What follows belongs to an exercise in optimizing a design on an open flow for small area, a short achievable clock period and few clock cycles per item; a production flow would make more cautious choices. Function was checked by simulation only, so behaviour that the tests miss may differ from the original.

== the baseline ==
==> flow/design.v <==
module absdiff (
	input  wire [30:0] x,
	input  wire [30:0] y,
	output wire [30:0] d,
	output wire        xgty,
	output wire        xeqy
);
localparam N = 31;
localparam L = 5;
wire [N-1:0] p0 = ~(x ^ y);
wire [N-1:0] g0 = x & ~y;
reg [N-1:0] G;
reg [N-1:0] P;
reg [N-1:0] c;
integer l, i;
always @* begin
	G = g0;
	P = p0;
	for (l = 0; l < L; l = l + 1)
		for (i = 0; i < N; i = i + 1)
			if ((i + 1) % (2 << l) == 0) begin
				G[i] = G[i] | (P[i] & G[i - (1 << l)]);
				P[i] = P[i] & P[i - (1 << l)];
			end
	for (l = L - 2; l >= 0; l = l - 1)
		for (i = 0; i < N; i = i + 1)
			if ((i + 1) % (2 << l) == (1 << l) && i >= (2 << l)) begin
				G[i] = G[i] | (P[i] & G[i - (1 << l)]);
				P[i] = P[i] & P[i - (1 << l)];
			end
	c[0] = G[N-1];
	for (i = 1; i < N; i = i + 1)
		c[i] = G[i-1] | (P[i-1] & G[N-1]);
end
wire gall = G[N-1];
assign d    = p0 ^ c ^ {N{~gall}};
assign xgty = gall;
assign xeqy = P[N-1];
endmodule
module top(
		input wire [31:0] opa,
		input wire [31:0] opb,
		input wire start,
		input wire rst,
		input wire clk,
		output reg done,
		output reg [31:0] result
);
reg        busy;
reg        zf;      
reg        zbp;     
reg        gy;      
reg        gx;      
reg  [4:0] k;
reg [31:0] a;
reg [31:0] b;
wire        xgty;
wire        xeqy;
wire [30:0] dh;
wire [30:0] xh = a[31:1] & {31{gx}};
wire [30:0] yh = b[31:1] & {31{gy}};
absdiff u_absdiff(.x(xh), .y(yh), .d(dh), .xgty(xgty), .xeqy(xeqy));
wire eqt = xeqy & a[0] & b[0];
wire b1  = (b == 32'd1);    
wire fin = zf | eqt | b1;
wire kz  = (k == 5'd0);
always @* begin
	done   = busy & fin & kz;
	result = b;
end
wire accept = start & (~busy | done);
wire [2:0] tz = xh[2:0] ^ yh[2:0];
reg  [30:0] ds;
always @* begin
	if (tz[0])      ds = dh;
	else if (tz[1]) ds = {1'b0, dh[30:1]};
	else if (tz[2]) ds = {2'b0, dh[30:2]};
	else            ds = {3'b0, dh[30:3]};
end
wire opaz = (opa == 32'd0);
wire opbz = (opb == 32'd0);
reg  [4:0] kin;
wire [31:0] oab = opa | opb;
integer i;
always @* begin
	kin = 5'd0;
	for (i = 31; i >= 0; i = i - 1)
		if (oab[i]) kin = i[4:0];
	if (opaz || opbz) kin = 5'd0;
end
always @(posedge clk or negedge rst) begin
	if (~rst) begin
		busy <= 1'b0;
	end else begin
		busy <= start | (busy & ~done);
	end
end
wire zfn = accept ? opaz : (fin | zbp);
wire an0 = accept ? opa[0] : ((|tz) | dh[3]);
wire bn0 = accept ? opb[0] : (~fin & (xgty ? b[0] : a[0]));
always @(posedge clk) begin
	zf  <= zfn;
	gy  <= (an0 | ~bn0) & ~zfn;
	gx  <= bn0;
	zbp <= accept & opbz;
	if (accept) begin
		a <= opa;
		b <= opb;
		k <= kin;
	end else begin
		a <= {1'b0, ds};
		if (fin) begin
			b <= {b[30:0], 1'b0};
			k <= k - 5'd1;
		end else if (~xgty)
			b <= a;
	end
end
endmodule
export LEC_CHECK = 0
export CAP_MARGIN = 20
export CORE_MARGIN = 2
export CORE_UTILIZATION = 40
export SETUP_SLACK_MARGIN = 3.1
export SLEW_MARGIN = 20
create_clock -name core_clock -period 7.0 [get_ports {clk}]
standard.sh (not shown) runs the stock make flow with config.mk's settings and CLKGATE_MAP_FILE= SYNTH_SCRIPT=/design/flow/synth_recipe.tcl, a recipe that flattens the netlist after the stock synthesis.
==> flow/flow/run.sh <==
#!/bin/bash
# Standard layout, with plain buf_1 cells as the port buffers.
set -euo pipefail
export BUFFER_PORTS_ARGS="-buffer_cell sky130_fd_sc_hd__buf_1"
bash standard.sh > standard.log 2>&1
Testbench counts of the baseline, summed over its fixed seeds: cycles 51,745, items 2,400.
### the baseline -> the candidate
Settings: CTS_BUF_LIST newly set to sky130_fd_sc_hd__clkbuf_8; SETUP_SLACK_MARGIN changed from 3.1 to 2.9.
Post-route standard cell area excluding fillers (higher): the baseline. The baseline → the candidate: time the worst path needs with I/O delays and setup increased 0.081 ns, met1 track demand over resource in global routing decreased 2.3 points. Sequential portion of the cell area for the candidate: 1.8 points up relative to the baseline. The launch point of the worst path comes out gy$_DFF_P_ in one run and gx$_DFF_P_ in the other, namely in the candidate and the baseline respectively. From the baseline to the candidate the numbers moved as follows: setup slack after layout -0.081 ns; number of detailed-routing iterations run before antenna repair down 1. Multi-input logic area in the candidate is about 5% below the baseline. The candidate reports its global-route layer with the greatest usage as met1 while the baseline reports met2. The baseline → the candidate: timing-limited maximum frequency went down by about 2%, number of gates given a new drive strength after cts decreased by about 46% relative to the old numbers.

== try-harbor ==
Starts from the design.v that is shown in full above.
export LEC_CHECK = 0
export CAP_MARGIN = 20
export CORE_MARGIN = 2
export CORE_UTILIZATION = 40
export CTS_BUF_LIST = sky130_fd_sc_hd__clkbuf_8
export SETUP_SLACK_MARGIN = 2.85
export SLEW_MARGIN = 20
create_clock -name core_clock -period 7.0 [get_ports {clk}]
Scripts as last shown in full above: flow/flow/run.sh
Testbench counts of try-harbor, summed over its fixed seeds: cycles 51,745, items 2,400.
Input changes introduced in try-garnet (baseline for comparison: try-harbor):
- CTS_CLUSTER_SIZE now 30, previously not set
- SETUP_SLACK_MARGIN now 2.9, was 2.85
--- outcome ---
On final cell utilization of the core, try-garnet and try-harbor are neck and neck. [compare] base=try-harbor new=try-garnet: final-layout worst hold slack shrank by 7.8 ps, total wire length picked up an extra 100 um, total vias in the final route now sits at about the same level.
> inputs changed (try-garnet -> try-zinc)
- CTS_BUF_LIST removed (was sky130_fd_sc_hd__clkbuf_8)
- SETUP_SLACK_MARGIN changed from 2.9 to 2.6
- CTS_CLUSTER_SIZE removed (was 30)
Results
try-zinc reached the final stage; the timing, DRC and antenna checks on its layout passed.
Synthesis-to-finish area growth down 1.7 points in try-zinc wrt try-garnet
Diff try-garnet -> try-zinc: setup slack saw a decrease; final core area utilization went down; final wirelength dropped 3.7%.
Here is what was changed in the inputs of try-raven compared with try-zinc.
- swapping 2.6 for 2.9 in SETUP_SLACK_MARGIN
Findings:
- Comparing try-zinc and try-raven, total area of multi-input combinational cells is higher on try-raven.
- Layout-stage area growth over the synthesis result, try-zinc and try-raven: lower on try-zinc
- In try-raven the achievable frequency turned out 5.3% higher than in try-zinc.
- First-pass GRT wire length: try-raven worse than try-zinc
- Sort try-zinc and try-raven by buffer count excluding the clock tree in the final layout, descending, and try-raven comes first.
- Count of clock-buffer cells in the layout came out exactly the same in try-zinc and try-raven.
The inputs of try-violet differ from those of try-raven as listed below.
- CTS_CLUSTER_SIZE now 20, previously not set
- CTS_BUF_LIST now sky130_fd_sc_hd__clkbuf_8, previously not set
--- outcome ---
- try-violet vs try-raven, instance count: try-violet lower
- Minimum clock period after layout up 44 ps in try-violet wrt try-raven
- [diff] achievable frequency, try-violet relative to try-raven: regression
- Relative to try-raven, sequential share of layout area has increased by 0.49 points in try-violet.
- There was hardly any difference in global-route usage between try-raven and try-violet.
- Going from try-raven to try-violet, the met1 wire length was found to have gone up by about 0.64%.
- The number of antenna violations at the first check in global routing on try-violet is in line with that on try-raven.
- Going from try-raven to try-violet, final critical-path share of the clock period increased 0.62 points; wire length decreased 0.70%.
## Diff of input files: try-xenon against try-violet
- removing CTS_CLUSTER_SIZE (formerly 20)
- changing CORE_UTILIZATION from 40 to 30
- removing CTS_BUF_LIST (formerly sky130_fd_sc_hd__clkbuf_8)
==> comparison <==
try-xenon has sequential share of layout area below what try-violet had.
Looking at area added between synthesis and finish across try-xenon and try-violet, the one that comes out higher is try-xenon.
Per the comparison of try-xenon with try-violet, total half-perimeter wirelength after legalization and detailed placement has increased, final instance area has increased, final cycle utilization of the critical path has decreased.
Fraction of met1 tracks used by global routing (higher): try-violet
Against try-violet as the reference, try-xenon delivers a higher routed wire length.

== ember ==
Starts from the design.v that is shown in full above.
==> flow/config.mk <==
export PLATFORM = sky130hd
export DESIGN_NAME = top
export DESIGN_NICKNAME = top
export VERILOG_FILES = /design/flow/design.v
export SDC_FILE = /design/flow/constraint.sdc
export NUM_CORES = 4
export LEC_CHECK = 0
export CAP_MARGIN = 20
export CORE_MARGIN = 2
export CORE_UTILIZATION = 40
export PLACE_DENSITY = 0.7
export SETUP_SLACK_MARGIN = 2.9
export SLEW_MARGIN = 20
==> flow/constraint.sdc <==
create_clock -name core_clock -period 7.0 [get_ports {clk}]
set_input_delay 1.4000 -clock core_clock [delete_from_list [all_inputs] [get_ports {clk}]]
set_output_delay 1.4000 -clock core_clock [all_outputs]
set_load 0.01 [all_outputs]
Scripts as last shown in full above: flow/flow/run.sh
Testbench counts of ember, summed over its fixed seeds: cycles 51,745, items 2,400.
Inputs modified between ember and cedar:
- CTS_BUF_LIST: unset -> sky130_fd_sc_hd__clkbuf_8
- SETUP_SLACK_MARGIN: 2.9 -> 2.8
- PLACE_DENSITY: 0.7 -> unset
[summary]
On clock insertion delay at the later pin of the skew report, the lower figure sits with ember, not cedar. cedar against ember: all-layer global routing usage decreased by 0.81 points relative to the old numbers; quantity of I/O buffers inserted on ports closely matched the old numbers; area of all placed cells without fillers decreased by about 5% relative to the old numbers; fmax decreased by about 1.8% relative to the old numbers. Via count delta (cedar − ember): favourable. Buffers inserted during post-CTS setup optimization, ember and cedar: lower on cedar. Between ember and cedar, the worst slack on hold paths is higher for cedar.
### cedar -> juniper
- a change of SETUP_SLACK_MARGIN from 2.8 to 2.95
- a deleted CTS_BUF_LIST that had been sky130_fd_sc_hd__clkbuf_8
Results
Changes observed in juniper relative to cedar: amount of wire on met2 after detailed routing rose by about 5.3%, worst clock skew comparable, via density per instance about even.
Summary of the comparison: number of setup buffers added after CTS is higher in juniper, relative to cedar.
Setup slack delta (juniper − cedar): favourable
Diff juniper..cedar | multiplexer area fraction after synthesis | unchanged
Lower area growth from synthesis to final layout was reported by cedar, not juniper.
Modified inputs, lagoon compared to juniper
- SETUP_SLACK_MARGIN changed from 2.95 to 2.7
Results
Diff juniper -> lagoon | biggest fanout along the worst timing path | increase of 23
Delta(via count, lagoon - juniper) < 0
Compared with juniper, lagoon shows a lower cell count along the critical path.
Comparing global routing usage on met2 for lagoon and juniper, the smaller number came from lagoon.
lagoon completed end to end with timing, DRC and antenna clean.

re-timing with driven ports:
In the flow no input, the clock included, has a driving cell. The finished layouts below were timed again as built, in two steps. Step 1 assumes that a clkbuf_16 drives the clock port and a buf_2 every other input. Step 2, shift: input delay + t, output delay - t, t = (earliest + latest rising clock arrival at the registers) / 2. This alone moves slack from input paths to output paths. a / b / c = ideal ports / drivers / drivers and shift; a / b = the first two.
run	t (ns)	setup slack, ns	cell pins on the clock port's net
the baseline	0.382	2.995 / 2.951 / 3.242	1
the candidate	0.397	2.913 / 2.878 / 3.042	1
try-harbor	0.399	2.894 / 2.858 / 3.076	1
try-garnet	0.397	2.913 / 2.878 / 3.042	1
try-zinc	0.378	2.742 / 2.702 / 2.814	1
try-raven	0.379	2.957 / 2.916 / 2.996	1
try-violet	0.397	2.913 / 2.878 / 3.042	1
try-xenon	0.377	2.948 / 2.908 / 3.108	1
ember	0.378	2.953 / 2.912 / 3.033	1
cedar	0.397	2.879 / 2.843 / 2.968	1
juniper	0.382	2.944 / 2.901 / 3.023	1
lagoon	0.377	2.813 / 2.774 / 2.895	1
After both steps setup and hold are still met in every run listed.
